What follows belongs to an exercise in optimizing a design on an open flow for a short achievable clock period and few clock cycles; a production flow would make more cautious choices.
Where RTL was checked, it was by simulation tests only, not by an equivalence proof against the original.
Function not checked in runs 1 to 3: the RTL went through the layout flow alone.
Power figures rest on the tool's default switching activity, not on a simulated workload.

--- config.mk ---
export PLATFORM = sky130hd
export DESIGN_NAME = arm_core
export DESIGN_NICKNAME = arm_core
export VERILOG_FILES = /design/flow/design.v
export SDC_FILE = /design/flow/constraint.sdc
export NUM_CORES = 8
export LEC_CHECK = 0
export ABC_CLOCK_PERIOD_IN_PS = 3000
export CAP_MARGIN = 20
export CORE_MARGIN = 2
export CORE_UTILIZATION = 40
export SLEW_MARGIN = 20
--- constraint.sdc ---
create_clock -name core_clock -period 18.0 [get_ports {clk}]
set_input_delay 3.6000 -clock core_clock [delete_from_list [all_inputs] [get_ports {clk}]]
set_output_delay 3.6000 -clock core_clock [all_outputs]
set_load 0.01 [all_outputs]
--- design.v ---
module ControlUnit(
  input [10 : 0] OpCode,
  output Reg2Loc,
  output Branch,
  output MemRead,
  output MemtoReg,
  output [1:0]Aluop,
  output MemWrite,
  output AluSrc,
  output RegWrite
);
reg [8:0] outcome;
assign  {Reg2Loc ,AluSrc ,MemtoReg ,RegWrite ,MemRead ,MemWrite ,Branch } = outcome[8:2];
assign Aluop = outcome[1:0];
always @( OpCode )
casex(OpCode)
	11'b10001011000: outcome = 9'b000100010;  
	11'b11001011000: outcome = 9'b000100010;  
	11'b10001010000: outcome = 9'b000100010;  
	11'b10101010000: outcome = 9'b000100010;  
        11'b11111000010: outcome = 9'b011110000;
        11'b11111000000: outcome = 9'b110001000;
        11'b10110100xxx: outcome = 9'b101000101;
	default: outcome = 9'b000000000;
endcase
endmodule
module ALUControl (ALUOp, instruction, code);
    input [1:0] ALUOp;
    input [10:0] instruction;
    output reg [3:0] code;
    always @ (ALUOp, instruction) begin
        casex(ALUOp)
            2'b00: code = 4'b0010;
            2'bx1: code = 4'b0111;
            2'b1x: 
                casex(instruction)
                    11'b10001011000: code = 4'b0010;
                    11'b11001011000: code = 4'b0110;
                    11'b10001010000: code = 4'b0000;
                    11'b10101010000: code = 4'b0001;
                    default: code = 4'b0010;
                endcase
		default: code = 4'b0010;
        endcase
    end
endmodule 
module alu(
	input [63:0] A,B,   
        input [3:0] ALU_Sel, 
        output [63:0] ALU_Out,  
        output z  
	);
    	reg [63:0] ALU_Result;
    	assign ALU_Out = ALU_Result;
	reg z_Result;
	assign z = z_Result; 
    	always @(A,B,ALU_Sel)	
    	begin
        case(ALU_Sel) 
		4'b0000:  
        		ALU_Result = A & B ;
        	4'b0001:  
        		ALU_Result = A | B ;
        	4'b0010:  
           		ALU_Result = A + B;
         	4'b0110:  
           		ALU_Result = A - B;
         	4'b0111:  
           		ALU_Result = B;
          	4'b1100:  
           		ALU_Result = ~(A | B);
		default:
			ALU_Result = 64'b0;
        endcase
	if(ALU_Result == 64'b0)
	begin 
		z_Result = 1;
	end
	else
	begin
		z_Result = 0;
	end
    end
endmodule
module registerBank(register1 ,register2 ,register3 ,datain ,clk ,regwrite ,dataout1 ,dataout2);
input[4:0] register1;
input[4:0] register2;
input[4:0] register3;
input[63:0] datain;
input clk;
input regwrite;
output[63:0] dataout1;
output[63:0] dataout2;
reg [63:0] Bank [0:31];
always @ (posedge clk ) 
begin
	if (regwrite == 1'b1)
		Bank[register3] <= datain;
end
assign dataout1 = Bank[register1];
assign dataout2 = Bank[register2];
endmodule 
module SignExtend( extend, extended );
input[31:0] extend;
output[63:0] extended;
reg[63:0] extended;
always@(extend)
begin
    if (extend[31:26] == 6'b000101)  
	begin
        extended[25:0] = extend[25:0];
        extended[63:26] = {38{extended[25]}};
    end 
	else if (extend[31:24] == 8'b10110100) 
	begin 
        extended[18:0] = extend[23:5];
        extended[63:19] = {45{extended[18]}};
    end 
	else 
	begin 
        extended[8:0] = extend[20:12];
        extended[63:9] = {55{extended[8]}};
    end
end
endmodule 
module ShiftUnit #(parameter n = 64) (input_data, output_data);
    input [n - 1 : 0] input_data;
    output[n - 1 : 0] output_data;
    assign output_data = input_data << 2;
endmodule 
module adder(a,b,out);
	parameter size = 64;
	input [size - 1:0] a;
	input [size - 1:0] b;
	output [size - 1:0] out;
	assign out = a+b ;
endmodule 
module ksadd #(parameter N = 64) (input [N-1:0] a, input [N-1:0] b, input cin, output [N-1:0] s);
    localparam L = $clog2(N);
    wire [N-1:0] p0 = a ^ b;
    wire [N-1:0] g [0:L];
    wire [N-1:0] p [0:L];
    assign g[0] = (a & b) | {{(N-1){1'b0}}, cin & p0[0]};
    assign p[0] = p0;
    genvar k, i;
    generate
        for (k = 0; k < L; k = k + 1) begin : lvl
            for (i = 0; i < N; i = i + 1) begin : bt
                if (i >= (1 << k)) begin : op
                    assign g[k+1][i] = g[k][i] | (p[k][i] & g[k][i - (1 << k)]);
                    assign p[k+1][i] = p[k][i] & p[k][i - (1 << k)];
                end else begin : pass
                    assign g[k+1][i] = g[k][i];
                    assign p[k+1][i] = p[k][i];
                end
            end
        end
    endgenerate
    assign s = p0 ^ {g[L][N-2:0], cin};
endmodule
module multiplexer(a,b,select,result);
	parameter size = 64;
    input [size -1:0] a;
    input [size -1:0] b;
    input select;
    output[size -1:0] result;
     assign result = (select)? b : a;
endmodule 
module pc(clk, rst, oldpc,newpc);
parameter size = 64;
input clk;
input rst;
input [size-1:0] oldpc;
output reg [size-1:0] newpc;
always @(posedge clk)
begin
if(rst)
	newpc<=0;
else
	newpc <= oldpc;
end
endmodule
module arm_core (
    input  wire        clk,
    input  wire        rst,
    output wire [63:0] imem_addr,
    input  wire [31:0] imem_rdata,
    output wire [63:0] dmem_addr,
    output wire [63:0] dmem_wdata,
    output wire        dmem_we,
    input  wire [63:0] dmem_rdata
);
localparam [10:0] OP_ADD  = 11'b10001011000;
localparam [10:0] OP_SUB  = 11'b11001011000;
localparam [10:0] OP_AND  = 11'b10001010000;
localparam [10:0] OP_ORR  = 11'b10101010000;
localparam [10:0] OP_LDUR = 11'b11111000010;
localparam [10:0] OP_STUR = 11'b11111000000;
localparam [7:0]  OP_CBZ  = 8'b10110100;
reg  [63:2] pcF;
reg         vD;
reg         fixV;            
reg  [63:2] fixPC;
reg  [31:0] irD;
reg  [63:2] pcD, pc4D;
reg         predD;
reg         aluD, ldD, stD, cbzD;
reg  [1:0]  fnD;             
reg         vE, ldE, stE, weE;
reg         lateE, lAE, lBE;     
reg  [1:0]  fnE;
reg  [4:0]  rdE;
reg  [63:0] aE, bE, sE;
reg         weM, ldM;
reg         lateM, lAM, lBM;
reg  [1:0]  fnM;
reg  [63:0] aM, bM;
reg  [4:0]  rdM;
reg  [63:0] resM, addrM, sdM;
reg         zM;
reg         stOut;
reg         weW;
reg  [4:0]  rdW;
reg  [63:0] dataW;
reg         zWi, ldW;          
reg  [63:0] rf [0:31];
reg  [31:0] zf;
reg  [31:0] bv;
reg  [11:7] btag [0:31];
reg  [20:2] btlo [0:31];    
reg  [1:0]  bsel [0:31];    
reg         bu_set, bu_clr;
reg  [4:0]  bu_idx;
reg  [11:7] bu_tag;
reg  [20:2] bu_tlo;
reg  [1:0]  bu_sel;
assign imem_addr  = {pcF, 2'b00};
assign dmem_addr  = addrM;
assign dmem_wdata = sdM;
assign dmem_we    = stOut;
wire [63:2] pc4F = pcF + 62'd1;
wire [4:0]  biF  = pcF[6:2];
wire        hitF = bv[biF] & (btag[biF] == pcF[11:7]);
wire [20:2]  tloF = btlo[biF];
wire [1:0]   selF = bsel[biF];
wire [63:21] phF = pcF[63:21];
wire [63:21] phIncF = phF + 43'd1;
wire [63:21] phDecF = phF - 43'd1;
wire [63:2]  tgtF = {selF[0] ? phIncF : selF[1] ? phDecF : phF, tloF};
wire [10:0] opF  = imem_rdata[31:21];
wire        aluF = (opF == OP_ADD) | (opF == OP_SUB) | (opF == OP_AND) | (opF == OP_ORR);
wire        ldF  = (opF == OP_LDUR);
wire        stF  = (opF == OP_STUR);
wire        cbzF = (imem_rdata[31:24] == OP_CBZ);
wire [1:0]  fnF  = {~imem_rdata[24], imem_rdata[24] ? imem_rdata[30] : imem_rdata[29]};
wire [63:0] opB  = fnE[0] ? ~bE : bE;
wire [63:0] sumE;
ksadd #(64) alu_add (.a(aE), .b(opB), .cin(fnE[0]), .s(sumE));
wire [63:0] resE = fnE[1] ? (fnE[0] ? (aE | bE) : (aE & bE)) : sumE;
wire zAdd = (((aE ^ bE) ^ {(aE | bE), 1'b0}) == 64'd0);
wire zSub = (aE == bE);
wire zAnd = ((aE & bE) == 64'd0);
wire zOrr = ((aE | bE) == 64'd0);
wire zE   = fnE[1] ? (fnE[0] ? zOrr : zAnd) : (fnE[0] ? zSub : zAdd);
wire [63:0] laA  = lAM ? dataW : aM;
wire [63:0] laB  = lBM ? dataW : bM;
wire [63:0] laBs = fnM[0] ? ~laB : laB;
wire [63:0] sumL;
ksadd #(64) late_add (.a(laA), .b(laBs), .cin(fnM[0]), .s(sumL));
wire [63:0] resL = fnM[1] ? (fnM[0] ? (laA | laB) : (laA & laB)) : sumL;
wire zlAdd = (((laA ^ laB) ^ {(laA | laB), 1'b0}) == 64'd0);
wire zlSub = (laA == laB);
wire zlAnd = ((laA & laB) == 64'd0);
wire zlOrr = ((laA | laB) == 64'd0);
wire zL    = fnM[1] ? (fnM[0] ? zlOrr : zlAnd) : (fnM[0] ? zlSub : zlAdd);
wire [4:0] rn = irD[9:5];
wire [4:0] rm = irD[20:16];
wire [4:0] rt = irD[4:0];
wire [4:0] rb = aluD ? rm : rt;
wire useA = aluD | ldD | stD;
wire useB = aluD | stD;
wire wE = vE & weE;
wire wM = weM;
wire wW = weW;
wire pE  = vE & (ldE | lateE);
wire pA  = pE & rdE == rn;
wire pB  = pE & rdE == rb;
wire pT  = pE & rdE == rt;
wire lateD     = aluD & (pA | pB);
wire stall_ld  = ((ldD | stD) & pA) | (stD & pB) | (cbzD & pT);
wire stall_cbz = cbzD & wM & ldM & (rdM == rt) & ~(wE & rdE == rt);
wire vDe       = vD & ~fixV;
wire stallD    = vDe & (stall_ld | stall_cbz);
wire [63:0] intM = lateM ? resL : resM;
wire        mA = wM & rdM == rn;
wire        mB = wM & rdM == rb;
wire [63:0] erlA = (mA & ~ldM) ? intM : (wW & rdW == rn) ? dataW : rf[rn];
wire [63:0] erlB = (mB & ~ldM) ? intM : (wW & rdW == rb) ? dataW : rf[rb];
wire [63:0] immD = {{55{irD[20]}}, irD[20:12]};
wire [63:0] valA = eA ? resE : (mA & ldM) ? dmem_rdata : erlA;
wire [63:0] valB = eB ? resE : (mB & ldM) ? dmem_rdata : erlB;
wire [63:0] valBI = (aluD & eB) ? resE : (aluD & mB & ldM) ? dmem_rdata : aluD ? erlB : immD;
wire        eA = wE & rdE == rn;
wire        eB = wE & rdE == rb;
wire [18:0] tloD;
wire        tcD;
ksadd #(20) tgt_lo_D (.a({1'b0, pcD[20:2]}), .b({1'b0, irD[23:5]}), .cin(1'b0), .s({tcD, tloD}));
wire [63:21] phD = pcD[63:21];
wire [63:21] phIncD = phD + 43'd1;
wire [63:21] phDecD = phD - 43'd1;
wire [1:0]   selD = (tcD == irD[23]) ? 2'b00 : tcD ? 2'b01 : 2'b10;
wire [63:2]  tgtD = {selD[0] ? phIncD : selD[1] ? phDecD : phD, tloD};
wire         tgtokD = (pcF == tgtD);
wire zW = ldW ? (dataW == 64'd0) : zWi;
wire zD = (wE & rdE == rt) ? zE :
          (wM & rdM == rt) ? (lateM ? zL : zM) :
          (wW & rdW == rt) ? zW : zf[rt];
wire takenD    = cbzD & zD;
wire redirect  = vDe & ~stallD & (takenD != predD);
wire [63:2] redirPC = takenD ? tgtD : pc4D;
always @(posedge clk) begin
    if (rst)            pcF <= 62'd0;
    else if (fixV)      pcF <= fixPC;
    else if (redirect)  pcF <= redirPC;
    else if (stallD)    pcF <= pcF;
    else if (hitF)      pcF <= tgtF;
    else                pcF <= pc4F;
    vD    <= ~(rst | redirect | fixV);
    fixV  <= ~rst & vDe & ~stallD & takenD & predD & ~tgtokD;
    fixPC <= tgtD;
    if (!stallD) begin
        irD   <= imem_rdata;
        pcD   <= pcF;
        pc4D  <= pc4F;
        predD <= hitF;
        aluD  <= aluF;
        ldD   <= ldF;
        stD   <= stF;
        cbzD  <= cbzF;
        fnD   <= fnF;
    end
    bu_set <= ~rst & vDe & ~stallD & takenD;
    bu_clr <= ~rst & vDe & ~stallD & ~takenD & predD;
    bu_idx <= pcD[6:2];
    bu_tag <= pcD[11:7];
    bu_tlo <= tloD;
    bu_sel <= selD;
    if (rst) bv <= 32'd0;
    else if (bu_set) begin
        bv[bu_idx]   <= 1'b1;
        btag[bu_idx] <= bu_tag;
        btlo[bu_idx] <= bu_tlo;
        bsel[bu_idx] <= bu_sel;
    end else if (bu_clr)
        bv[bu_idx]   <= 1'b0;
    vE     <= ~rst & vDe & ~stallD & (aluD | ldD | stD);
    lateE  <= lateD;
    lAE    <= pA;
    lBE    <= pB;
    ldE    <= ldD;
    stE    <= stD;
    weE    <= aluD | ldD;
    fnE    <= aluD ? fnD : 2'b00;
    rdE    <= rt;
    aE     <= valA;
    bE     <= valBI;
    sE     <= valB;
    weM   <= ~rst & vE & weE;
    ldM   <= ldE;
    rdM   <= rdE;
    addrM <= resE;
    if (weE & ~ldE & ~lateE) resM <= resE;
    lateM <= lateE;
    lAM   <= lAE;
    lBM   <= lBE;
    fnM   <= fnE;
    aM    <= aE;
    bM    <= bE;
    sdM   <= sE;
    zM    <= zE;
    stOut <= ~rst & vE & stE;
    weW   <= ~rst & weM;
    rdW   <= rdM;
    dataW <= ldM ? dmem_rdata : intM;
    zWi   <= lateM ? zL : zM;
    ldW   <= ldM;
    if (weW) begin
        rf[rdW] <= dataW;
        zf[rdW] <= zW;
    end
end
endmodule
--- flow/run.sh ---
#!/bin/bash
# Standard ORFS layout, with two changes:
# * timing repair aims for a large setup slack, so that the design is
#   optimised well below the design's period (the SDC is unchanged);
# * synthesis leaves adders to ABC instead of mapping them to full- and
#   half-adder cells (ADDER_MAP_FILE empty); registers are unaffected.
set -euo pipefail
MARGIN=${MARGIN:-13.3}
bash standard.sh SETUP_SLACK_MARGIN=$MARGIN ADDER_MAP_FILE= finish > make_finish.log 2>&1
--- standard.sh ---
#!/bin/bash
# synth_recipe.tcl (not shown) runs the flow's synth.tcl, then flattens the netlist and writes it again
# the make line also repeats each setting of config.mk as NAME=value (left out here)
make -C /OpenROAD-flow-scripts/flow DESIGN_CONFIG=/design/flow/config.mk WORK_HOME=/design/flow/orfs CLKGATE_MAP_FILE= SYNTH_SCRIPT=/design/flow/synth_recipe.tcl "${@:-finish}"
==> impl_metrics.ini, run 1 <==
[logic_synthesis]
synth_ff_type = edfxtp_1
ys_ff_latch = 3861
async_flop_share_pct = 0
synth_cell_type_count = 124
netlist_area_mm2 = 0.1977
yosysSeqAreaShare_pct = 54.94
post_synth.cell_area_avg_um2 = 11.59
synth-edff-count = 3131
synthCells = 17060
yosys_warnings = 3

[placement]
dpl.hpwl_mm = 510.7
numPortBuffers = 288
gp_congestion = 1.073
post-place-ws_ns = 10.01

[worst_setup_path]
end_kind = output port
cp_max_fo = 3
crit_type = reg2out
cp.arrival_ns = 1.66
ff2ff_setup_slack_ns = 12.77
start_kind = flop
crit_required_ns = 14.40

[layout]
drive_gt1_share_pct = 25.39
final_nets = 17780
final_common_cell = edfxtp_1
seq_area_mm2 = 0.1091
layout_common_cells = edfxtp_1, nand2_1, mux4_2, nor2_1, buf_4
multiInputGateArea_mm2 = 0.09080
fillers = 42930
syn_to_final_growth_pct = 21.06

[timing]
setup-tns-final_ns = 0
fin_crit_ns = 5.259
skew_ns = 0.1256
rsz0062_at_grt = yes
setup_slack_ns = 12.74
setup_violations = 0
finalHoldViolations = 0
worst_pin_slew_ns = 1.248
period_share_pct = 29.22
relSlewSlack_pct = 16.41
slew_violations = 0
fmax_mhz = 190.1

[global_routing]
antenna_found_initial = 49
grt_pass1_wl_mm = 1162
grt_max_degree = 125
grt_pass1_vias = 149000
grt_use_total_pct = 32.48
grt.overflow.total = 0

[clock_network]
clock_sinks = 3861
cts-root-buf = clkbuf_16
cts_max_level = 5
holdBufCountCts = 0
cts_made_buffers = 403
clock_latency_ns = 1.06
cts_tree = built
cts_max_path_buffers = 4
clk_pin_slew_ns = 0.06

[die]
start_util_pct = 40.11
die-area_mm2 = 0.4999
row_count = 258
design.portCount = 291
die_w_um = 707.1
fp.dieH_um = 707.1
core_area_mm2 = 0.4929

[drt]
wl_met2_mm = 364.7
wl_met1_mm = 306.0
antenna_left = 0
dr_wl_met3_mm = 97.37
dr.max_layer_used = met5
wl_per_cell_um = 34.59
viasPerCell = 6.593
vias = 161800
drc = 0
drtIter0Drc = 24210
finalWirelength_mm = 849.2
first_pass_iters = 8

[worst_hold_path]
hp-class = reg2reg

[run_status]
status = finished clean

[power_and_ir_drop]
p_leak_nw = 82.49
ir_worst_vdd_mv = 0.09816
pwr_density_cell_mw_per_mm2 = 93.07

[run]
drv_cap = 0
[synthesized netlist by cell type (all sizes together), types with 24 or more instances]
library cell  number  area, µm²
clkbuf           974       3656
nor2            1025       3847
edfxtp          3131      94020
o31ai             59      470.5
a21o              92      690.7
or3               73      461.7
mux2i            310       3154
o21ai            630       3176
a221oi            59      535.5
a311oi           450       3948
a21boi            28      210.2
o211a             24      240.2
nand2           2919      10960
and2              80      500.5
nor4             116      750.7
o22ai            122      769.5
a211o             41      359.1
a22oi            148       1146
mux2             120       1351
maj3              52      520.5
mux4             933      21010
o21a              51      382.9
xnor2            374       3283
nand3            747       3749
nor3             292       1466
o221ai            54      485.5
o21bai            28      214.0
a31oi            182       1139
dfxtp            730      14610
nor2b            104      650.6
or2               44      275.3
a22o              37      324.1
a2111oi           36      329.1
o211ai           143       1089
inv              236      885.9
buf              387       1903
or4               47      352.8
and3             344       2157
nand2b           128      800.8
a21oi            754       3792
a211oi           240       1899
nand4             94      588.1
xor2             281       2461
[power by group]
group	total (mW)	switching (mW)	internal, mW	leakage (nW)
Sequential	9.99	0.256	9.73	34.9
Clock	8.49	3.72	4.76	6.42
Combinational	3.80	2.34	1.46	41.2
Total	22.3	6.32	16.0	82.5
[flip-flops by register name, indices dropped and copies added (netlist names), 18 cells and up, named ones only]
signal and flops:
rf 2048, btlo 608, btag 160, aE 64
aM 64, addrM 64, bE 64, bM 64
bsel 64, dataW 64, resM 64, sE 64
sdM 64, pc4D 62, pcD 62, pcF 62
fixPC 44, zf 32, irD 24, bu_tlo 18
[worst paths after layout]
kind / start / endpoint / cells past startpoint
max reg2reg: lBM / bE[57] / 26
min: sE[21] / sdM[21] / 0
max: pcF[2] / imem_addr[2] / 2
min reg2reg: sE[21] / sdM[21] / 0
[layer usage]
layer  vias to the layer above  GRT usage (%)
li1                      66470              -
met2                     11390          48.48
met4                        34          24.49
met3                      2867          7.188
met1                     81080          41.40
met5                         -              0
[area by class of cell]
class / count / share of cell area (%)
multi-input combinational: 11620 / 37.94
timing repair inverter: 1 / 0.003659
tap: 6500 / 3.398
timing repair buffer: 1556 / 7.141
clock buffer: 509 / 4.539
sequential: 3861 / 45.59
inverter: 238 / 0.3978
antenna: 26 / 0.02718
clock inverter: 235 / 0.9697
[cells by family after synthesis]
| logic type | after synthesis | share of synthesized area [%] |
|---|---|---|
| mux | 1363 | 12.91 |
| buf+inv | 1599 | 3.263 |
| compound gates | 3435 | 11.95 |
| fa+ha+maj | 52 | 0.2633 |
| xor+xnor | 655 | 2.905 |
| flops | 3861 | 54.94 |
| other cells | 1 | 0.001897 |
| simple gates | 6090 | 13.76 |
[per-stage QoR]
| stage | instance area [µm²] | instances | total power [mW] | hold WS [ns] | util [%] |
|---|---|---|---|---|---|
| 2_1_floorplan | 198000 | 17060 | 11.86 | 0.3096 | - |
| 3_3_place_gp | 208100 | 22980 | 13.16 | 0.3109 | 42.21 |
| 3_5_place_dp | 208200 | 22990 | 13.17 | 0.3121 | 42.23 |
| 4_1_cts | 233500 | 24260 | 21.91 | 0.2874 | 47.38 |
| 5_1_grt | 239300 | 24530 | 22.78 | 0.2993 | 48.55 |
| 6_report | 239300 | 24550 | 22.28 | 0.3160 | 48.56 |
[timing repair]
action	CTS	global route
cloned	86	15
gates resized for setup	2439	788
buffers inserted	449	240
pin swaps	252	382
setup endpoints to repair	1112	513
[critical path, stage by stage (launching register included)]
cell and delay (ns):
dfxtp_4 0.35, buf_12 0.14, buf_6 0.12
==> run 2: changes to the inputs <==
--- a/design.v
+++ b/design.v
@@ -198,6 +198,7 @@
 localparam [10:0] OP_STUR = 11'b11111000000;
 localparam [7:0]  OP_CBZ  = 8'b10110100;
 reg  [63:2] pcF;
+reg  [63:2] pcOut;           
 reg         vD;
 reg         fixV;            
 reg  [63:2] fixPC;
@@ -234,7 +235,7 @@
 reg  [11:7] bu_tag;
 reg  [20:2] bu_tlo;
 reg  [1:0]  bu_sel;
-assign imem_addr  = {pcF, 2'b00};
+assign imem_addr  = {pcOut, 2'b00};
 assign dmem_addr  = addrM;
 assign dmem_wdata = sdM;
 assign dmem_we    = stOut;
@@ -325,6 +326,12 @@
     else if (stallD)    pcF <= pcF;
     else if (hitF)      pcF <= tgtF;
     else                pcF <= pc4F;
+    if (rst)            pcOut <= 62'd0;
+    else if (fixV)      pcOut <= fixPC;
+    else if (redirect)  pcOut <= redirPC;
+    else if (stallD)    pcOut <= pcF;
+    else if (hitF)      pcOut <= tgtF;
+    else                pcOut <= pc4F;
     vD    <= ~(rst | redirect | fixV);
     fixV  <= ~rst & vDe & ~stallD & takenD & predD & ~tgtokD;
     fixPC <= tgtD;
==> impl_metrics.ini, run 2 <==
[worst_setup_path]
crit_type = reg2reg
timing.rr.end = pcOut[39]
ff2ff_setup_slack_ns = 12.41
timing.rr.start = lBM
crit_family = compound AO/OA/AOI/OAI gates
crit_path_frequent_cell = buf_12
endpoint = pcOut[39]
crit_required_ns = 18.85
cp.arrival_ns = 6.43
start_kind = flop
cp-startpoint = lBM
end_kind = flop
slowest_stage = a221oi_2
r2r_cells = 24
path_buf_inv = 9
crit_chain = or2_4, buf_12, buf_4, buf_12, bufbuf_16, a221oi_2, nand2_1, nor4_1, nand4_1, o31ai_2, a31oi_1, o32a_1, o41ai_4, buf_12, a31oi_4, xor2_4, buf_6, o21ai_4, buf_12, o21ai_4, buf_12, clkbuf_16, a211oi_1, nor3_1
slowest_delay_ns = 0.59
cp_max_fo = 18
cp.depth = 24

[global_routing]
grt_max_degree = 147
grt_pass1_vias = 147800
grt_pass1_wl_mm = 1189
grt_use_total_pct = 33.61
grt.overflow.total = 0
antenna_found_initial = 58

[drt]
first_pass_iters = 13
drtIter0Drc = 24620
drc = 0
antenna_left = 0
finalWirelength_mm = 882.0
vias = 161800
wl_per_cell_um = 35.88
viasPerCell = 6.581

[layout]
top_register = rf
top_regs = rf (2048), btlo (608), btag (160)
layout_common_cells = edfxtp_1, nand2_1, nand3_1, mux4_2, nor2_1
drive_gt1_share_pct = 24.53
largest_register_ffs = 2048
final_common_cell = edfxtp_1
syn_to_final_growth_pct = 20.37
final_nets = 17800
post-route-util_pct = 48.25

[die]
fp.dieH_um = 706.8
die_w_um = 706.8
die-area_mm2 = 0.4996
start_util_pct = 40.08
design.portCount = 291
row_count = 258
core_area_mm2 = 0.4929

[clock_network]
cts_max_level = 5
clock_latency_ns = 1.07
holdBufCountCts = 0
cts_tree = built
cts_made_buffers = 407
cts-root-buf = clkbuf_16
clock_sinks = 3861
cts_max_path_buffers = 4
clk_pin_slew_ns = 0.06

[timing]
period_share_pct = 31.04
setup-tns-final_ns = 0
fmax_mhz = 179.0
worst_pin_slew_ns = 1.276
relSlewSlack_pct = 14.45
finalHoldViolations = 0
fin_crit_ns = 5.587
rsz0062_at_grt = yes
slew_violations = 0
skew_ns = 0.1531
setup_violations = 0
setup_slack_ns = 12.41

[power_and_ir_drop]
switchingPower_mw = 6.426
power_frac_seq_pct = 44.4
p_leak_nw = 82.10
ir_worst_vdd_mv = 0.09688
intPower_mw = 16.05
power_frac_comb_pct = 16.9
pwr_density_cell_mw_per_mm2 = 94.50
swShare_pct = 28.59
p_clk_share_pct = 38.7

[logic_synthesis]
yosys-top-cells-area = edfxtp_1, mux4_2, dfxtp_1
synthCells = 17180
synth_largest_area_cell = edfxtp_1
synth_cell_type_count = 132
synthTopCellsByCount = edfxtp_1, nand2_1, nand3_1, clkbuf_1, nor2_1
yosysMostFrequentCell = edfxtp_1
synth-edff-count = 3131
async_flop_share_pct = 0
yosys_warnings = 3
yosysTopAreaCellShare_pct = 47.59
netlist_area_mm2 = 0.1976
synth_ff_type = edfxtp_1
post_synth.cell_area_avg_um2 = 11.50
ys_ff_latch = 3861
yosysSeqAreaShare_pct = 54.98

[run_status]
status = finished clean

[run]
drv_cap = 0

[placement]
post-place-ws_ns = 9.190
gp_congestion = 1.027
numPortBuffers = 288
dpl.hpwl_mm = 537.3

[worst_hold_path]
hp-class = reg2reg
## run 2: worst reg2reg max path: cells and delay by family, from the launching register on
kind / cells / cell delay, ns
and+or+nand+nor: 5 / 1.14
xor gates and xnor gates: 1 / 0.22
DFF: 1 / 0.40
buffers and inverters: 9 / 1.54
AOI/OAI and AO/OA: 9 / 2.09
## run 2: power by group through the flow
| stage | Combinational, mW | Clock, mW | Sequential, mW |
|---|---|---|---|
| detailed placement | 3.11 | 0 | 10.2 |
| CTS | 3.41 | 8.75 | 9.97 |
| finish | 3.80 | 8.69 | 9.98 |
| floorplan | 1.82 | 0 | 10.0 |
| global placement | 3.11 | 0 | 10.2 |
| global route | 3.90 | 9.10 | 9.99 |
## run 2: worst min-delay path by stage
stage                    to  depth (start not counted)  slack (ns)  startpoint
detailed placement  sdM[14]                          0        0.31      sE[14]
finish              sdM[11]                          0        0.32      sE[11]
global route        sdM[35]                          0        0.33      sE[35]
floorplan               lAM                          0        0.31         lAE
global placement    sdM[43]                          0        0.31      sE[43]
CTS                 sdM[14]                          0        0.33      sE[14]
## run 2: area by class of cell
type / count / area [µm²]
diodes: 36 / 90.09
clock buffers: 511 / 10920
clock inverters: 241 / 2619
fillers: 43420 / 255100
inverters: 232 / 928.4
multi-input cells: 11700 / 89190
flip-flops and latches: 3861 / 109100
well taps: 6500 / 8133
repair buffers: 1503 / 16850
## run 2: cell families (layout without fill, tap and decap cells)
group           Yosys count  after routing  synth area share (%)
compound gates         3193           3194                 11.02
xor+xnor                637            637                 2.828
fa+ha+maj                50             50                0.2558
buf+inv                1629           2487                 3.382
flops                  3861           3861                 54.98
mux                    1357           1360                 12.83
other cells               1             38              0.001898
simple gates           6450           6454                 14.70
## run 2: repair_timing
| action | 4_1_cts | 5_1_grt |
|---|---|---|
| pin swaps | 165 | 311 |
| resized for setup | 2161 | 834 |
| buffers inserted | 307 | 273 |
| setup endpoints to repair | 1597 | 903 |
| gates cloned | 63 | 35 |
## run 2: per-layer routing
metal	routed length, µm	GRT usage [%]	up-vias
met5	177	0	-
met4	80410	24.46	28
met3	100200	7.553	2610
met2	377800	49.82	11560
met1	323400	43.39	81250
li1	-	-	66330
## run 2: stage by stage
stage	instance area (µm²)	hold WS, ns	total power, mW	instances
floorplan	197800	0.3096	11.85	17180
global placement	208200	0.3099	13.27	23110
detailed placement	208200	0.3121	13.27	23110
CTS	231000	0.3256	22.13	24240
global route	237800	0.3266	22.98	24550
finish	237800	0.3239	22.48	24580
==> run 3: changes to the inputs <==
--- a/design.v
+++ b/design.v
@@ -213,7 +213,7 @@
 reg  [4:0]  rdE;
 reg  [63:0] aE, bE, sE;
 reg         weM, ldM;
-reg         lateM, lAM, lBM;
+reg         lateM;
 reg  [1:0]  fnM;
 reg  [63:0] aM, bM;
 reg  [4:0]  rdM;
@@ -263,8 +263,8 @@
 wire zAnd = ((aE & bE) == 64'd0);
 wire zOrr = ((aE | bE) == 64'd0);
 wire zE   = fnE[1] ? (fnE[0] ? zOrr : zAnd) : (fnE[0] ? zSub : zAdd);
-wire [63:0] laA  = lAM ? dataW : aM;
-wire [63:0] laB  = lBM ? dataW : bM;
+wire [63:0] laA  = aM;
+wire [63:0] laB  = bM;
 wire [63:0] laBs = fnM[0] ? ~laB : laB;
 wire [63:0] sumL;
 ksadd #(64) late_add (.a(laA), .b(laBs), .cin(fnM[0]), .s(sumL));
@@ -378,11 +378,9 @@
     addrM <= resE;
     if (weE & ~ldE & ~lateE) resM <= resE;
     lateM <= lateE;
-    lAM   <= lAE;
-    lBM   <= lBE;
     fnM   <= fnE;
-    aM    <= aE;
-    bM    <= bE;
+    aM    <= lAE ? (ldM ? dmem_rdata : intM) : aE;
+    bM    <= lBE ? (ldM ? dmem_rdata : intM) : bE;
     sdM   <= sE;
     zM    <= zE;
     stOut <= ~rst & vE & stE;
==> impl_metrics.ini, run 3 <==
[global_routing]
antenna_found_initial = 64
grt_max_degree = 167
grt.overflow.total = 0
grt_pass1_wl_mm = 1117
grt_pass1_vias = 143800
grt_use_total_pct = 31.20

[timing]
relSlewSlack_pct = 13.17
setup-tns-final_ns = 0
finalHoldViolations = 0
fin_crit_ns = 5.270
setup_violations = 0
fmax_mhz = 189.7
rsz0062_at_grt = yes
period_share_pct = 29.28
whs_ns = 0.3212
slew_violations = 0
worst_pin_slew_ns = 1.297
skew_ns = 0.1646

[clock_network]
cts_made_buffers = 403
clk_pin_slew_ns = 0.07
cts_tree = built
clock_sinks = 3859
cts_max_level = 5
holdBufCountCts = 0
cts-root-buf = clkbuf_16
clock_latency_ns = 1.08
cts_max_path_buffers = 4

[power_and_ir_drop]
p_clk_share_pct = 39.3
swShare_pct = 28.05
ir_worst_vdd_mv = 0.1124
pwr_density_cell_mw_per_mm2 = 96.41
power_frac_seq_pct = 45.4
intPower_mw = 16.00
power_frac_comb_pct = 15.3
p_leak_nw = 79.08
switchingPower_mw = 6.237

[drt]
finalWirelength_mm = 813.1
vias = 156100
first_pass_iters = 7
wl_per_cell_um = 33.79
antenna_left = 0
drtIter0Drc = 23650
drc = 0
viasPerCell = 6.487

[logic_synthesis]
async_flop_share_pct = 0
netlist_area_mm2 = 0.1960
yosys-top-cells-area = edfxtp_1, mux4_2, dfxtp_1
synthCells = 17030
synth_cell_type_count = 118
yosysTopAreaCellShare_pct = 47.98
synth_ff_type = edfxtp_1
yosys_warnings = 3
yosysSeqAreaShare_pct = 55.42
yosysMostFrequentCell = edfxtp_1
synthTopCellsByCount = edfxtp_1, nand2_1, clkbuf_1, nor2_1, mux4_2
synth_largest_area_cell = edfxtp_1
post_synth.cell_area_avg_um2 = 11.51
ys_ff_latch = 3859
synth-edff-count = 3131

[layout]
top_register = rf
drive_gt1_share_pct = 21.62
layout_common_cells = edfxtp_1, nand2_1, mux4_2, nor2_1, nand3_1
syn_to_final_growth_pct = 17.70
top_regs = rf (2048), btlo (608), btag (160)
final_nets = 17270
final_common_cell = edfxtp_1
post-route-util_pct = 47.19
largest_register_ffs = 2048

[worst_hold_path]
hold_start = sE[18]
hp-class = reg2reg
min_to = sdM[18]
holdPathStages = 0

[worst_setup_path]
cp_max_fo = 2
cp.arrival_ns = 1.67
r2r_cells = 20
crit_type = reg2out
end_kind = output port
crit_required_ns = 14.40
timing.rr.start = fnM[0]
timing.rr.end = bE[31]
start_kind = flop
ff2ff_setup_slack_ns = 13.12

[run_status]
status = finished clean

[die]
row_count = 257
fp.dieH_um = 703.9
die-area_mm2 = 0.4955
die_w_um = 703.9
core_area_mm2 = 0.4888
start_util_pct = 40.09
design.portCount = 291

[placement]
dpl.hpwl_mm = 494.9
numPortBuffers = 288
gp_congestion = 1.014

[run]
drv_cap = 0
## run 3: cell types whose count changed in the layout (fill, tap and decap cells not counted), sizes merged, moves of 31 or more
cell / delta
a21oi: +79
a311oi: +41
a31oi: +40
and3: +122
buf: -325
clkbuf: -36
maj3: -31
mux2i: -91
nand2: -51
nand3: -423
nor4: -34
## run 3: worst max path at each step
stage | slack (ns) | to | start
2_1_floorplan | 12.36 | bsel[10][0] | rst
3_3_place_gp | 10.56 | bE[13] | aluD
3_5_place_dp | 10.60 | bE[13] | aluD
4_1_cts | 12.70 | imem_addr[2] | pcOut[2]
5_1_grt | 12.71 | imem_addr[2] | pcOut[2]
6_report | 12.73 | imem_addr[2] | pcOut[2]
## run 3: critical path, stage by stage, from the launching register on
cell and delay, ns:
dfxtp_4 0.36, buf_12 0.14, buf_6 0.12
## run 3: final cells by class
cell class              count  area, µm²
clock buffers             484      10680
multi-input cells       11480      85080
inverters                 241      949.7
clock inverters           274       3037
flip-flops and latches   3859     109200
well taps                6475       8102
fillers                 43190     258100
repair buffers           1184      13420
diodes                     64      160.2
## run 3: per-layer routing
layer  GRT usage [%]  wire length (µm)  up-vias
li1                -                 -    64930
met1           40.17            296300    78080
met2           47.06            355700    10680
met3           7.179             94060     2371
met4           21.07             66840       22
met5               0               158        -
## run 3: power by group through the flow
stage                     combinational, mW  sequential [mW]  clock, mW
final                                  3.40             10.1       8.74
after global routing                   3.51             10.1       9.13
after CTS                              3.13             10.1       8.79
after detailed placement               2.88             10.2          0
after global placement                 2.87             10.2          0
after floorplan                        1.87             10.0          0
## run 3: repair_timing
item,CTS,global route
gates cloned,56,20
resized for setup,1991,478
endpoints found under the setup margin,1317,575
pin swaps,89,162
buffers inserted,207,131
## run 3: cells by family after synthesis
logic type / count (synthesis) / synth area share [%]
simple gates: 6138 / 14.07
flops: 3859 / 55.42
compound gates: 3414 / 11.75
buf+inv: 1698 / 3.438
mux: 1237 / 12.26
xor+xnor: 662 / 2.963
fa+ha+maj: 19 / 0.1009
other cells: 1 / 0.001914
## run 3: per-stage QoR
| stage | area (µm²) | instances | setup WS, ns | power, mW |
|---|---|---|---|---|
| 2_1_floorplan | 196400 | 17030 | 12.36 | 11.88 |
| 4_1_cts | 227000 | 23850 | 12.70 | 21.99 |
| 5_1_grt | 230600 | 24040 | 12.71 | 22.75 |
| 3_5_place_dp | 205900 | 22820 | 10.60 | 13.13 |
| 6_report | 230600 | 24060 | 12.73 | 22.24 |
| 3_3_place_gp | 205900 | 22820 | 10.56 | 13.12 |
==> run 4: changes to the inputs <==
--- a/design.v
+++ b/design.v
@@ -136,7 +136,7 @@
 	assign out = a+b ;
 endmodule 
 module ksadd #(parameter N = 64) (input [N-1:0] a, input [N-1:0] b, input cin, output [N-1:0] s);
-    localparam L = $clog2(N);
+    localparam L = (N <= 2) ? 1 : (N <= 4) ? 2 : (N <= 8) ? 3 : (N <= 16) ? 4 : (N <= 32) ? 5 : (N <= 64) ? 6 : 7;
     wire [N-1:0] p0 = a ^ b;
     wire [N-1:0] g [0:L];
     wire [N-1:0] p [0:L];
@@ -224,12 +224,10 @@
 reg  [4:0]  rdW;
 reg  [63:0] dataW;
 reg         zWi, ldW;          
-reg  [63:0] rf [0:31];
+reg  [32*64-1:0] rf;         
 reg  [31:0] zf;
 reg  [31:0] bv;
-reg  [11:7] btag [0:31];
-reg  [20:2] btlo [0:31];    
-reg  [1:0]  bsel [0:31];    
+reg  [32*26-1:0] btb;
 reg         bu_set, bu_clr;
 reg  [4:0]  bu_idx;
 reg  [11:7] bu_tag;
@@ -241,9 +239,10 @@
 assign dmem_we    = stOut;
 wire [63:2] pc4F = pcF + 62'd1;
 wire [4:0]  biF  = pcF[6:2];
-wire        hitF = bv[biF] & (btag[biF] == pcF[11:7]);
-wire [20:2]  tloF = btlo[biF];
-wire [1:0]   selF = bsel[biF];
+wire [25:0]  bentF = btb[biF*26 +: 26];
+wire        hitF = bv[biF] & (bentF[25:21] == pcF[11:7]);
+wire [20:2]  tloF = bentF[20:2];
+wire [1:0]   selF = bentF[1:0];
 wire [63:21] phF = pcF[63:21];
 wire [63:21] phIncF = phF + 43'd1;
 wire [63:21] phDecF = phF - 43'd1;
@@ -295,8 +294,8 @@
 wire [63:0] intM = lateM ? resL : resM;
 wire        mA = wM & rdM == rn;
 wire        mB = wM & rdM == rb;
-wire [63:0] erlA = (mA & ~ldM) ? intM : (wW & rdW == rn) ? dataW : rf[rn];
-wire [63:0] erlB = (mB & ~ldM) ? intM : (wW & rdW == rb) ? dataW : rf[rb];
+wire [63:0] erlA = (mA & ~ldM) ? intM : (wW & rdW == rn) ? dataW : rf[rn*64 +: 64];
+wire [63:0] erlB = (mB & ~ldM) ? intM : (wW & rdW == rb) ? dataW : rf[rb*64 +: 64];
 wire [63:0] immD = {{55{irD[20]}}, irD[20:12]};
 wire [63:0] valA = eA ? resE : (mA & ldM) ? dmem_rdata : erlA;
 wire [63:0] valB = eB ? resE : (mB & ldM) ? dmem_rdata : erlB;
@@ -319,6 +318,7 @@
 wire takenD    = cbzD & zD;
 wire redirect  = vDe & ~stallD & (takenD != predD);
 wire [63:2] redirPC = takenD ? tgtD : pc4D;
+integer i;
 always @(posedge clk) begin
     if (rst)            pcF <= 62'd0;
     else if (fixV)      pcF <= fixPC;
@@ -352,14 +352,12 @@
     bu_tag <= pcD[11:7];
     bu_tlo <= tloD;
     bu_sel <= selD;
-    if (rst) bv <= 32'd0;
-    else if (bu_set) begin
-        bv[bu_idx]   <= 1'b1;
-        btag[bu_idx] <= bu_tag;
-        btlo[bu_idx] <= bu_tlo;
-        bsel[bu_idx] <= bu_sel;
-    end else if (bu_clr)
-        bv[bu_idx]   <= 1'b0;
+    for (i = 0; i < 32; i = i + 1)
+        if (rst || (bu_idx == i && (bu_set || bu_clr))) bv[i] <= ~rst & bu_set;
+    for (i = 0; i < 32; i = i + 1)
+        if (weW && rdW == i) rf[i*64 +: 64] <= dataW;
+    for (i = 0; i < 32; i = i + 1)
+        if (bu_set && bu_idx == i) btb[i*26 +: 26] <= {bu_tag, bu_tlo, bu_sel};
     vE     <= ~rst & vDe & ~stallD & (aluD | ldD | stD);
     lateE  <= lateD;
     lAE    <= pA;
@@ -390,7 +388,6 @@
     zWi   <= lateM ? zL : zM;
     ldW   <= ldM;
     if (weW) begin
-        rf[rdW] <= dataW;
         zf[rdW] <= zW;
     end
 end
==> impl_metrics.ini, run 4 <==
[logic_synthesis]
ys_ff_latch = 3849
synth_mux_area_share_pct = 12.26
synth_largest_area_cell = edfxtp_1
synth_cell_type_count = 137
synthXorXnorAreaFrac_pct = 2.978
synthTopCellsByCount = edfxtp_1, nand2_1, nand3_1, clkbuf_1, nor2_1
synth_ff_type = edfxtp_1
synthCells = 16900
synth-compound-area-share_pct = 11.38
synthSimpleGateAreaFrac_pct = 14.35
synth-edff-count = 3163
yosys_warnings = 3
yosysSeqAreaShare_pct = 55.47
synth_top_family_by_area = simple AND/OR/NAND/NOR gates
yosysTopAreaCellShare_pct = 48.46
synthAdderAreaFrac_pct = 0.08746
netlist_area_mm2 = 0.1960
yosysMostFrequentCell = edfxtp_1
async_flop_share_pct = 0
post_synth.cell_area_avg_um2 = 11.60
yosys-top-cells-area = edfxtp_1, mux4_2, dfxtp_1

[timing]
fmax_mhz = 189.5
skew_ns = 0.1472
relSlewSlack_pct = 11.46
setup-tns-final_ns = 0
fin_crit_ns = 5.278
finalHoldViolations = 0
period_share_pct = 29.32
setup_violations = 0
slew_violations = 0
worst_pin_slew_ns = 1.320
rsz0062_at_grt = yes

[clock_network]
cts_max_level = 5
clk_pin_slew_ns = 0.06
cts-root-buf = clkbuf_16
cts_made_buffers = 405
holdBufCountCts = 0
cts_max_path_buffers = 4
clock_latency_ns = 1.07
cts_tree = built
clock_sinks = 3849

[placement]
dpl.hpwl_mm = 490.8
dpl_cell_area_mm2 = 0.2058
numPortBuffers = 288
gp_congestion = 1.024

[global_routing]
grt-busiest-layer = met2
grt.overflow.total = 0
grt_pass1_vias = 143300
grt_max_degree = 124
antenna_found_initial = 61
met3_usage_pct = 6.924
met2_usage_pct = 47.05
grt_pass1_wl_mm = 1123
grt_use_total_pct = 31.45
grt_use_met1_pct = 41.27

[worst_setup_path]
crit_type = reg2out
crit_required_ns = 14.40
cp.arrival_ns = 1.68
start_kind = flop
end_kind = output port
cp_max_fo = 2

[layout]
final_common_cell = edfxtp_1
syn_to_final_growth_pct = 17.64
layout_common_cells = edfxtp_1, nand2_1, nand3_1, mux4_2, nor2_1
top_regs = rf (2048), btb (832)
largest_register_ffs = 2048
final_nets = 17140
top_register = rf
drive_gt1_share_pct = 22.38
fin_area_mm2 = 0.2306

[drt]
vias = 156800
drc = 0
first_pass_iters = 7
antenna_left = 0
finalWirelength_mm = 821.4
drtIter0Drc = 23770
wl_per_cell_um = 34.35
viasPerCell = 6.557

[power_and_ir_drop]
swShare_pct = 29.01
power_frac_comb_pct = 17.2
intPower_mw = 16.30
p_clk_share_pct = 38.0
power_frac_seq_pct = 44.7
ir_worst_vdd_mv = 0.08879
switchingPower_mw = 6.660
pwr_density_cell_mw_per_mm2 = 99.56
p_leak_nw = 79.24

[die]
core_area_mm2 = 0.4891
die-area_mm2 = 0.4956
start_util_pct = 40.07
row_count = 257
fp.dieH_um = 704.0
design.portCount = 291
die_w_um = 704.0

[worst_hold_path]
hp-class = reg2reg

[run]
drv_cap = 0

[run_status]
status = finished clean
run 4: cell types whose count changed after synthesis, sizes merged, moves of 42 or more:
cell / before / now
nand3: 826 / 1046
a21oi: 765 / 645
nand2: 2902 / 2823
o21ai: 673 / 612
and3: 327 / 273
dfxtp: 728 / 686
run 4: logic make-up (layout without fill, tap and decap cells):
logic type	count (synthesis)	count (layout)
and+or+nand+nor	6210	6215
DFF	3849	3849
AOI/OAI and AO/OA	3230	3230
buffers and inverters	1689	2177
muxes	1238	1245
xor gates and xnor gates	663	663
adders and majority gates	17	17
other	1	41
run 4: final timing paths:
check,to,start,depth (start not counted),slack (ns)
worst max-delay path,imem_addr[5],pcOut[5],2,12.72
worst min-delay path,sdM[19],sE[19],0,0.28
worst max register to register,pcOut[26],bE[48],18,13.13
worst min register to register,sdM[19],sE[19],0,0.28
run 4: repair_timing:
action	in CTS	in global routing
gates resized for setup	1901	506
cloned	52	32
pin swaps	95	137
endpoints found under the setup margin	911	545
setup buffers	209	157
run 4: power groups by stage:
stage,sequential (mW),clock (mW),combinational (mW)
after global routing,10.3,9.11,4.08
after global placement,10.4,0,3.33
after floorplan,10.1,0,2.21
after detailed placement,10.4,0,3.34
final,10.3,8.73,3.96
after CTS,10.2,8.77,3.63
run 4: layer usage:
layer | vias up | wire length (µm)
met4 | 10 | 68200
met5 | - | 54
li1 | 64560 | -
met3 | 2450 | 96110
met2 | 11130 | 356900
met1 | 78640 | 300200
run 4: per-stage QoR:
stage	utilization, %	setup slack (ns)	power [mW]	std cells	hold WS (ns)
after floorplan	-	11.46	12.35	16900	0.3096
after global placement	42.04	10.22	13.75	22650	0.3119
after detailed placement	42.08	10.27	13.76	22660	0.3128
after CTS	46.26	12.65	22.62	23680	0.2641
after global routing	47.13	12.68	23.49	23880	0.2610
final	47.14	12.72	22.96	23910	0.2846
run 4: worst max-delay path, cell delays in order (launching register included):
cell and delay, ns:
dfxtp_4 0.37, buf_16 0.14, buf_6 0.11
run 4: layout make-up:
type / count / area [µm²]
Multi-Input combinational cell: 11370 / 85050
Sequential cell: 3849 / 109500
Clock inverter: 246 / 2745
Inverter: 246 / 973.4
Fill cell: 43120 / 258500
Antenna cell: 39 / 97.59
Timing Repair Buffer: 1170 / 13210
Clock buffer: 515 / 10930
Tap cell: 6475 / 8102
Testbench counts of run 4, summed over its fixed seeds: cycles 46,001.
==> run 5: changes to the inputs <==
--- a/design.v
+++ b/design.v
@@ -198,7 +198,7 @@
 localparam [10:0] OP_STUR = 11'b11111000000;
 localparam [7:0]  OP_CBZ  = 8'b10110100;
 reg  [63:2] pcF;
-reg  [63:2] pcOut;           
+reg  [63:2] pcOut;
 reg         vD;
 reg         fixV;            
 reg  [63:2] fixPC;
@@ -329,9 +329,9 @@
     if (rst)            pcOut <= 62'd0;
     else if (fixV)      pcOut <= fixPC;
     else if (redirect)  pcOut <= redirPC;
-    else if (stallD)    pcOut <= pcF;
+    else if (stallD)    pcOut <= pcOut;
     else if (hitF)      pcOut <= tgtF;
-    else                pcOut <= pc4F;
+    else                pcOut <= pcOut + 62'd1;
     vD    <= ~(rst | redirect | fixV);
     fixV  <= ~rst & vDe & ~stallD & takenD & predD & ~tgtokD;
     fixPC <= tgtD;
==> flow/run.sh (replaced) <==
#!/bin/bash
# Standard ORFS layout, with three changes:
# * timing repair aims for a large setup slack, so that the design is
#   optimised well below the design's period (the SDC is unchanged);
# * synthesis leaves adders to ABC instead of mapping them to full- and
#   half-adder cells (ADDER_MAP_FILE empty); registers are unaffected;
# * after global placement, the flip-flops that drive only an output port's
#   buffer are moved next to that buffer (io_flops.tcl).
set -euo pipefail
MARGIN=${MARGIN:-13.3}
bash standard.sh SETUP_SLACK_MARGIN=$MARGIN ADDER_MAP_FILE= \
  POST_GLOBAL_PLACE_TCL=$PWD/flow/io_flops.tcl finish > make_finish.log 2>&1
==> flow/io_flops.tcl (new file) <==
# POST_GLOBAL_PLACE hook: move each flip-flop that drives only an output
# port's buffer (dmem_addr, dmem_wdata, dmem_we) next to that buffer, which
# global placement put by its pin. Detailed placement legalizes them later.
set block [ord::get_db_block]
set moved 0
foreach bt [$block getBTerms] {
  if {![regexp {^dmem_(addr|wdata|we)} [$bt getName]]} continue
  set pnet [$bt getNet]
  if {$pnet eq "NULL"} continue
  set buf ""
  foreach it [$pnet getITerms] {
    if {[$it isOutputSignal]} { set buf [$it getInst] }
  }
  if {$buf eq ""} continue
  set inet ""
  foreach it [$buf getITerms] {
    if {[$it isInputSignal] && [$it getNet] ne "NULL"} { set inet [$it getNet] }
  }
  if {$inet eq ""} continue
  if {[llength [$inet getITerms]] != 2} continue
  set ff ""
  foreach it [$inet getITerms] {
    if {[$it isOutputSignal]} { set ff [$it getInst] }
  }
  if {$ff eq "" || ![string match "*dfxtp*" [[$ff getMaster] getName]]} continue
  set loc [$buf getLocation]
  $ff setLocation [lindex $loc 0] [lindex $loc 1]
  incr moved
}
puts "io_flops: moved $moved flip-flops next to their output buffers"
==> impl_metrics.ini, run 5 <==
[worst_setup_path]
crit_required_ns = 14.40
crit_family = flip-flops
crit_chain = buf_8
crit_type = reg2out
cp.arrival_ns = 1.56
r2r_cells = 19
slowest_delay_ns = 0.39
slowest_stage = dfxtp_4
start_kind = flop
cp.depth = 1
cp_max_fo = 2
end_kind = output port
path_buf_inv = 1

[run_status]
status = finished clean

[die]
fp.dieH_um = 703.7
die_w_um = 703.7
row_count = 256
core_area_mm2 = 0.4869
start_util_pct = 40.23
design.portCount = 291
die-area_mm2 = 0.4952

[logic_synthesis]
synth-edff-count = 3163
synth_ff_type = edfxtp_1
yosysMostFrequentCell = edfxtp_1
post_synth.cell_area_avg_um2 = 13.15
netlist_area_mm2 = 0.1958
synthCells = 14900
synthXorXnorAreaFrac_pct = 3.322
yosys_warnings = 3
synthAdderAreaFrac_pct = 0.08689
synth_top_family_by_area = multiplexers
yosys-top-cells-area = edfxtp_1, mux4_2, dfxtp_1
async_flop_share_pct = 0
synthTopCellsByCount = edfxtp_1, mux4_2, nand2_1, nor2_1, clkbuf_1
synthSimpleGateAreaFrac_pct = 9.561
synth_mux_area_share_pct = 17.81
yosysTopAreaCellShare_pct = 48.50
ys_ff_latch = 3911
synth-compound-area-share_pct = 9.952
yosysSeqAreaShare_pct = 56.14
synth_largest_area_cell = edfxtp_1
synth_cell_type_count = 117

[drt]
wl_per_cell_um = 34.50
viasPerCell = 6.547
first_pass_iters = 8
antenna_left = 0
finalWirelength_mm = 765.0
vias = 145200
drc = 0
drtIter0Drc = 23100

[global_routing]
grt_use_total_pct = 29.60
grt_pass1_vias = 133900
grt_max_degree = 123
grt_pass1_wl_mm = 1047
antenna_found_initial = 59
grt.overflow.total = 0

[placement]
dp_cells = 20790
dpl.hpwl_mm = 468.9
numPortBuffers = 288

[layout]
final_nets = 15420
final_cells = 22170
post-route-util_pct = 47.93
final_common_cell = edfxtp_1
drive_gt1_share_pct = 30.10
fillers = 41730
top_regs = rf (2048), btb (832)
layout_common_cells = edfxtp_1, mux4_2, nand2_1, nor2_1, buf_4
top_register = rf
largest_register_ffs = 2048
syn_to_final_growth_pct = 19.15

[timing]
setup_violations = 0
period_share_pct = 28.65
finalHoldViolations = 0
setup-tns-final_ns = 0
fmax_mhz = 193.9
rsz0062_at_grt = yes
worst_pin_slew_ns = 1.140
relSlewSlack_pct = 24.00
fin_crit_ns = 5.158
slew_violations = 0
skew_ns = 0.07710

[clock_network]
cts_max_level = 5
cts-root-buf = clkbuf_16
clk_pin_slew_ns = 0.07
cts_made_buffers = 403
cts_tree = built
holdBufCountCts = 0
cts_max_path_buffers = 4
clock_latency_ns = 1.02
clock_sinks = 3911

[power_and_ir_drop]
pwr_density_cell_mw_per_mm2 = 97.12
ir_worst_vdd_mv = 0.09003
p_leak_nw = 78.21

[worst_hold_path]
holdPathStages = 0
hp-class = reg2reg

[run]
drv_cap = 0
run 5: changes by cell type after synthesis, sizes merged, moves of 154 or more:
cell | before | now
nand2 | 2823 | 1346
nand3 | 1046 | 426
mux4 | 919 | 1432
a311oi | 365 | 83
o21ai | 612 | 767
clkbuf | 1036 | 882
run 5: worst paths after layout:
| kind | slack, ns | to | startpoint |
|---|---|---|---|
| worst max-delay path | 12.84 | imem_addr[51] | pcOut[51] |
| worst min-delay path | 0.33 | sdM[17] | sE[17] |
| worst max register to register | 12.89 | pcF[10] | bE[16] |
| worst min register to register | 0.33 | sdM[17] | sE[17] |
run 5: what timing repair did:
| action | 4_1_cts | 5_1_grt |
|---|---|---|
| gates resized for setup | 2219 | 810 |
| setup buffers | 293 | 219 |
| pin swaps | 197 | 284 |
| cloned | 50 | 13 |
| setup endpoints to repair | 994 | 681 |
run 5: cells by family (layout without fill, tap and decap cells):
kind of cell / Yosys count / in the layout
flops: 3911 / 3911
xor+xnor: 742 / 742
fa+ha+maj: 16 / 16
compound gates: 2947 / 2947
simple gates: 4064 / 4065
other cells: 1 / 58
mux: 1683 / 1687
buf+inv: 1531 / 2298
run 5: area by class of cell:
| class | count | area, µm² | share of cell area, % |
|---|---|---|---|
| inverters | 265 | 1089 | 0.4665 |
| repair buffers | 1280 | 13740 | 5.886 |
| clock inverters | 210 | 2062 | 0.8836 |
| flip-flops and latches | 3911 | 110800 | 47.49 |
| clock buffers | 541 | 11110 | 4.762 |
| multi-input cells | 9459 | 86310 | 36.99 |
| diodes | 56 | 140.1 | 0.06005 |
| repair inverters | 2 | 20.02 | 0.008579 |
| well taps | 6450 | 8070 | 3.458 |
run 5: per-layer routing:
metal / wire (µm) / vias to the layer above / global-route usage (%)
met2: 328400 / 10040 / 43.20
met5: 159 / - / 0
met4: 40820 / 22 / 12.88
met1: 298500 / 74520 / 41.96
met3: 97040 / 1628 / 7.336
li1: - / 58980 / -
run 5: per-stage QoR:
step / power, mW / instance area (µm²) / worst slack (ns) / hold slack [ns]
floorplan: 12.40 / 195900 / 13.12 / 0.3096
global placement: 13.74 / 206000 / 11.11 / 0.3101
detailed placement: 13.75 / 206000 / 10.95 / 0.3121
CTS: 22.37 / 227700 / 12.78 / 0.3305
global route: 23.25 / 233300 / 12.82 / 0.3380
finish: 22.66 / 233400 / 12.84 / 0.3306
run 5: power by group:
group          internal [mW]  total [mW]  leakage, nW  switching, mW
clock network           4.73        8.44         6.39           3.71
registers               9.95        10.4         35.3          0.416
logic                   1.56        3.86         36.5           2.31
Testbench counts of run 5, summed over its fixed seeds: cycles 46,001.
==> run 6: changes to the inputs <==
--- a/design.v
+++ b/design.v
@@ -197,6 +197,9 @@
 localparam [10:0] OP_LDUR = 11'b11111000010;
 localparam [10:0] OP_STUR = 11'b11111000000;
 localparam [7:0]  OP_CBZ  = 8'b10110100;
+function [63:0] zterm(input [1:0] fn, input [63:0] a, input [63:0] b);
+    zterm = fn[1] ? (fn[0] ? (a | b) : (a & b)) : (a ^ b);
+endfunction
 reg  [63:2] pcF;
 reg  [63:2] pcOut;
 reg         vD;
@@ -223,7 +226,9 @@
 reg         weW;
 reg  [4:0]  rdW;
 reg  [63:0] dataW;
-reg         zWi, ldW;          
+reg         zWr;               
+reg         zWa;               
+reg  [63:0] tE, tM;            
 reg  [32*64-1:0] rf;         
 reg  [31:0] zf;
 reg  [31:0] bv;
@@ -257,22 +262,14 @@
 wire [63:0] sumE;
 ksadd #(64) alu_add (.a(aE), .b(opB), .cin(fnE[0]), .s(sumE));
 wire [63:0] resE = fnE[1] ? (fnE[0] ? (aE | bE) : (aE & bE)) : sumE;
-wire zAdd = (((aE ^ bE) ^ {(aE | bE), 1'b0}) == 64'd0);
-wire zSub = (aE == bE);
-wire zAnd = ((aE & bE) == 64'd0);
-wire zOrr = ((aE | bE) == 64'd0);
-wire zE   = fnE[1] ? (fnE[0] ? zOrr : zAnd) : (fnE[0] ? zSub : zAdd);
+wire zE   = ~|tE;
 wire [63:0] laA  = aM;
 wire [63:0] laB  = bM;
 wire [63:0] laBs = fnM[0] ? ~laB : laB;
 wire [63:0] sumL;
 ksadd #(64) late_add (.a(laA), .b(laBs), .cin(fnM[0]), .s(sumL));
 wire [63:0] resL = fnM[1] ? (fnM[0] ? (laA | laB) : (laA & laB)) : sumL;
-wire zlAdd = (((laA ^ laB) ^ {(laA | laB), 1'b0}) == 64'd0);
-wire zlSub = (laA == laB);
-wire zlAnd = ((laA & laB) == 64'd0);
-wire zlOrr = ((laA | laB) == 64'd0);
-wire zL    = fnM[1] ? (fnM[0] ? zlOrr : zlAnd) : (fnM[0] ? zlSub : zlAdd);
+wire zL    = ~|tM;
 wire [4:0] rn = irD[9:5];
 wire [4:0] rm = irD[20:16];
 wire [4:0] rt = irD[4:0];
@@ -288,10 +285,13 @@
 wire pT  = pE & rdE == rt;
 wire lateD     = aluD & (pA | pB);
 wire stall_ld  = ((ldD | stD) & pA) | (stD & pB) | (cbzD & pT);
-wire stall_cbz = cbzD & wM & ldM & (rdM == rt) & ~(wE & rdE == rt);
+wire stall_cbz = (cbzD & wE & (rdE == rt) & (fnE == 2'b00)) |
+                 (cbzD & wM & (ldM | (lateM & fnM == 2'b00)) & (rdM == rt) & ~(wE & rdE == rt));
 wire vDe       = vD & ~fixV;
 wire stallD    = vDe & (stall_ld | stall_cbz);
 wire [63:0] intM = lateM ? resL : resM;
+wire [63:0] laAn = lAE ? (ldM ? dmem_rdata : intM) : aE;
+wire [63:0] laBn = lBE ? (ldM ? dmem_rdata : intM) : bE;
 wire        mA = wM & rdM == rn;
 wire        mB = wM & rdM == rb;
 wire [63:0] erlA = (mA & ~ldM) ? intM : (wW & rdW == rn) ? dataW : rf[rn*64 +: 64];
@@ -311,9 +311,10 @@
 wire [1:0]   selD = (tcD == irD[23]) ? 2'b00 : tcD ? 2'b01 : 2'b10;
 wire [63:2]  tgtD = {selD[0] ? phIncD : selD[1] ? phDecD : phD, tloD};
 wire         tgtokD = (pcF == tgtD);
-wire zW = ldW ? (dataW == 64'd0) : zWi;
+wire zMv = lateM ? zL : (fnM == 2'b00) ? (resM == 64'd0) : zM;
+wire zW  = zWa ? (dataW == 64'd0) : zWr;
 wire zD = (wE & rdE == rt) ? zE :
-          (wM & rdM == rt) ? (lateM ? zL : zM) :
+          (wM & rdM == rt) ? zMv :
           (wW & rdW == rt) ? zW : zf[rt];
 wire takenD    = cbzD & zD;
 wire redirect  = vDe & ~stallD & (takenD != predD);
@@ -370,6 +371,7 @@
     aE     <= valA;
     bE     <= valBI;
     sE     <= valB;
+    tE     <= zterm(aluD ? fnD : 2'b00, valA, valBI);
     weM   <= ~rst & vE & weE;
     ldM   <= ldE;
     rdM   <= rdE;
@@ -377,16 +379,17 @@
     if (weE & ~ldE & ~lateE) resM <= resE;
     lateM <= lateE;
     fnM   <= fnE;
-    aM    <= lAE ? (ldM ? dmem_rdata : intM) : aE;
-    bM    <= lBE ? (ldM ? dmem_rdata : intM) : bE;
+    aM    <= laAn;
+    bM    <= laBn;
+    tM    <= zterm(fnE, laAn, laBn);
     sdM   <= sE;
     zM    <= zE;
     stOut <= ~rst & vE & stE;
     weW   <= ~rst & weM;
     rdW   <= rdM;
     dataW <= ldM ? dmem_rdata : intM;
-    zWi   <= lateM ? zL : zM;
-    ldW   <= ldM;
+    zWr   <= ldM ? (dmem_rdata == 64'd0) : lateM ? zL : zMv;
+    zWa   <= ~ldM & lateM & (fnM == 2'b00);
     if (weW) begin
         zf[rdW] <= zW;
     end
==> impl_metrics.ini, run 6 <==
[run_status]
status = finished clean

[layout]
layout_common_cells = edfxtp_1, mux4_2, nand2_1, nor2_1, buf_4
seq_area_mm2 = 0.1132
top_register = rf
fillers = 43220
final_common_cell = edfxtp_1
largest_register_ffs = 2048
drive_gt1_share_pct = 29.96
final_nets = 15960
syn_to_final_growth_pct = 19.20
top_regs = rf (2048), btb (832)
multiInputGateArea_mm2 = 0.08923

[power_and_ir_drop]
p_clk_share_pct = 37.7
power_frac_seq_pct = 45.4
switchingPower_mw = 6.623
swShare_pct = 27.98
p_leak_nw = 80.62
intPower_mw = 17.04
power_frac_comb_pct = 16.9
ir_worst_vdd_mv = 0.09004
pwr_density_cell_mw_per_mm2 = 98.51

[worst_setup_path]
end_kind = output port
crit_chain = buf_6
cp.arrival_ns = 1.56
ff2ff_setup_slack_ns = 12.86
path_buf_inv = 1
crit_family = flip-flops
timing.rr.start = fnM[0]
r2r_cells = 20
cp_max_fo = 2
slowest_stage = dfxtp_4
slowest_delay_ns = 0.40
crit_type = reg2out
cp.depth = 1
start_kind = flop
crit_required_ns = 14.40
timing.rr.end = tE[58]

[timing]
finalHoldViolations = 0
setup-tns-final_ns = 0
rsz0062_at_grt = yes
slew_violations = 0
period_share_pct = 28.64
skew_ns = 0.1294
fmax_mhz = 194.0
setup_violations = 0
relSlewSlack_pct = 8.227
whs_ns = 0.3253
worst_pin_slew_ns = 1.364
fin_crit_ns = 5.156

[drt]
finalWirelength_mm = 761.3
viasPerCell = 6.424
antenna_left = 0
drc = 0
vias = 147700
drtIter0Drc = 21470
first_pass_iters = 8
wl_per_cell_um = 33.12

[clock_network]
clock_sinks = 4039
cts-root-buf = clkbuf_16
clock_latency_ns = 1.09
holdBufCountCts = 0
cts_max_level = 5
cts_tree = built
clk_pin_slew_ns = 0.06
cts_max_path_buffers = 4
cts_made_buffers = 413

[die]
die_w_um = 713.8
die-area_mm2 = 0.5095
core_area_mm2 = 0.5016
fp.dieH_um = 713.8
design.portCount = 291
start_util_pct = 40.17
row_count = 260

[logic_synthesis]
yosysSeqAreaShare_pct = 55.83
synth_largest_area_cell = edfxtp_1
async_flop_share_pct = 0
synthCells = 15350
yosys-top-cells-area = edfxtp_1, mux4_2, dfxtp_1
ys_ff_latch = 4039
netlist_area_mm2 = 0.2015
yosys_warnings = 3
yosysMostFrequentCell = edfxtp_1
post_synth.cell_area_avg_um2 = 13.13
yosysTopAreaCellShare_pct = 47.13
synth-edff-count = 3163
synthTopCellsByCount = edfxtp_1, mux4_2, nand2_1, nor2_1, dfxtp_1
synth_cell_type_count = 151
synth_ff_type = edfxtp_1

[global_routing]
grt_pass1_wl_mm = 1043
grt_pass1_vias = 135800
antenna_found_initial = 80
grt_max_degree = 122
grt_use_total_pct = 28.42
grt.overflow.total = 0

[worst_hold_path]
hold_start = sE[10]
hp-class = reg2reg
min_to = sdM[10]
holdPathStages = 0

[placement]
numPortBuffers = 288
dpl.hpwl_mm = 455.6

[run]
drv_cap = 0
## run 6: cell types whose count changed after synthesis, moves of 52 or more
| cell | before | now |
|---|---|---|
| maj3_1 | 8 | 188 |
| xor2_1 | 335 | 181 |
| nor2_1 | 1043 | 1177 |
| dfxtp_1 | 748 | 876 |
| a21oi_1 | 568 | 682 |
| clkbuf_1 | 881 | 784 |
| mux2i_1 | 158 | 250 |
| a22oi_1 | 122 | 44 |
| nor2b_1 | 149 | 76 |
| and2_1 | 70 | 141 |
| o22ai_1 | 122 | 62 |
| nand2b_1 | 150 | 92 |
| nand2_1 | 1346 | 1292 |
| or3_1 | 54 | 106 |
## run 6: cell type report
class / instances / area share (%)
diodes: 89 / 0.09271
clock buffers: 504 / 4.587
clock inverters: 268 / 1.218
inverters: 336 / 0.5578
multi-input cells: 9761 / 37.15
flip-flops and latches: 4039 / 47.11
well taps: 6681 / 3.480
repair buffers: 1311 / 5.810
repair inverters: 1 / 0.003125
## run 6: worst max-delay path by stage
| stage | start | slack [ns] | end |
|---|---|---|---|
| 2_1_floorplan | weW | 11.62 | rf[128] |
| 3_3_place_gp | pcF[2] | 10.65 | pcF[31] |
| 3_5_place_dp | pcF[2] | 10.67 | pcF[31] |
| 4_1_cts | pcOut[59] | 12.78 | imem_addr[59] |
| 5_1_grt | pcOut[5] | 12.82 | imem_addr[5] |
| 6_report | pcOut[34] | 12.84 | imem_addr[34] |
## run 6: power by group through the flow
stage | sequential, mW | clock [mW] | combinational (mW)
floorplan | 10.7 | 0 | 2.23
global placement | 10.9 | 0 | 3.22
detailed placement | 10.9 | 0 | 3.26
CTS | 10.7 | 8.98 | 3.61
global route | 10.8 | 9.33 | 4.19
finish | 10.8 | 8.91 | 4.00
## run 6: through the flow
stage	setup WS (ns)	power (mW)	instances	util (%)	instance area [µm²]
after CTS	12.78	23.32	22630	46.62	233900
after global routing	12.82	24.30	22970	47.88	240200
after global placement	10.65	14.16	21450	42.19	211600
after detailed placement	10.67	14.19	21450	42.21	211700
after floorplan	11.62	12.89	15360	-	201800
final	12.84	23.67	22990	47.89	240200
## run 6: timing repair
item	in CTS	in global routing
setup buffers	364	242
pin swaps	224	357
resized for setup	2070	876
setup endpoints to repair	993	553
gates cloned	44	25
## run 6: routing by layer
| layer | wire [µm] | up-vias | global-route usage, % |
|---|---|---|---|
| met5 | 183 | - | 0 |
| met1 | 280700 | 75390 | 37.69 |
| li1 | - | 60980 | - |
| met4 | 51950 | 28 | 16.05 |
| met2 | 337900 | 9586 | 42.84 |
| met3 | 90600 | 1703 | 6.918 |
## run 6: cell families (layout without fill, tap and decap cells)
family                     Yosys count  in the layout  share of synthesized area, %
and+or+nand+nor                   4121           4123                         9.403
DFF                               4039           4039                         55.83
AOI/OAI and AO/OA                 3032           3034                         10.01
muxes                             1806           1812                         17.93
buffers and inverters             1565           2420                         3.227
xor gates and xnor gates           594            594                         2.611
adders and majority gates          196            196                        0.9785
other                                1             91                      0.001861
Testbench counts of run 6, summed over its fixed seeds: cycles 46,004.

## separate check: timing with driven ports
How much do the figures lean on ideal ports? The routed layouts below were timed once more, with nothing changed but the port constraints. Step 1: set_driving_cell puts a clkbuf_16 on clk and a buf_2 on each other input, an assumption about the parent block. Step 2 also shifts input and output timing later by t, the mid clock arrival at the registers, as if the neighbouring blocks saw the same clock. Three values: no drivers, after step 1, after step 2; two values: the first two.
run | shift t [ns] | setup slack, ns
run 1 | 1.115 | 12.741 / 12.628 / 11.872
run 2 | 1.127 | 12.413 / 12.413 / 11.761
run 3 | 1.143 | 12.730 / 12.584 / 12.170
run 4 | 1.119 | 12.722 / 12.598 / 12.077
run 5 | 1.112 | 12.842 / 12.714 / 12.188
run 6 | 1.151 | 12.844 / 12.724 / 12.088
After both steps every run listed still meets setup and hold.
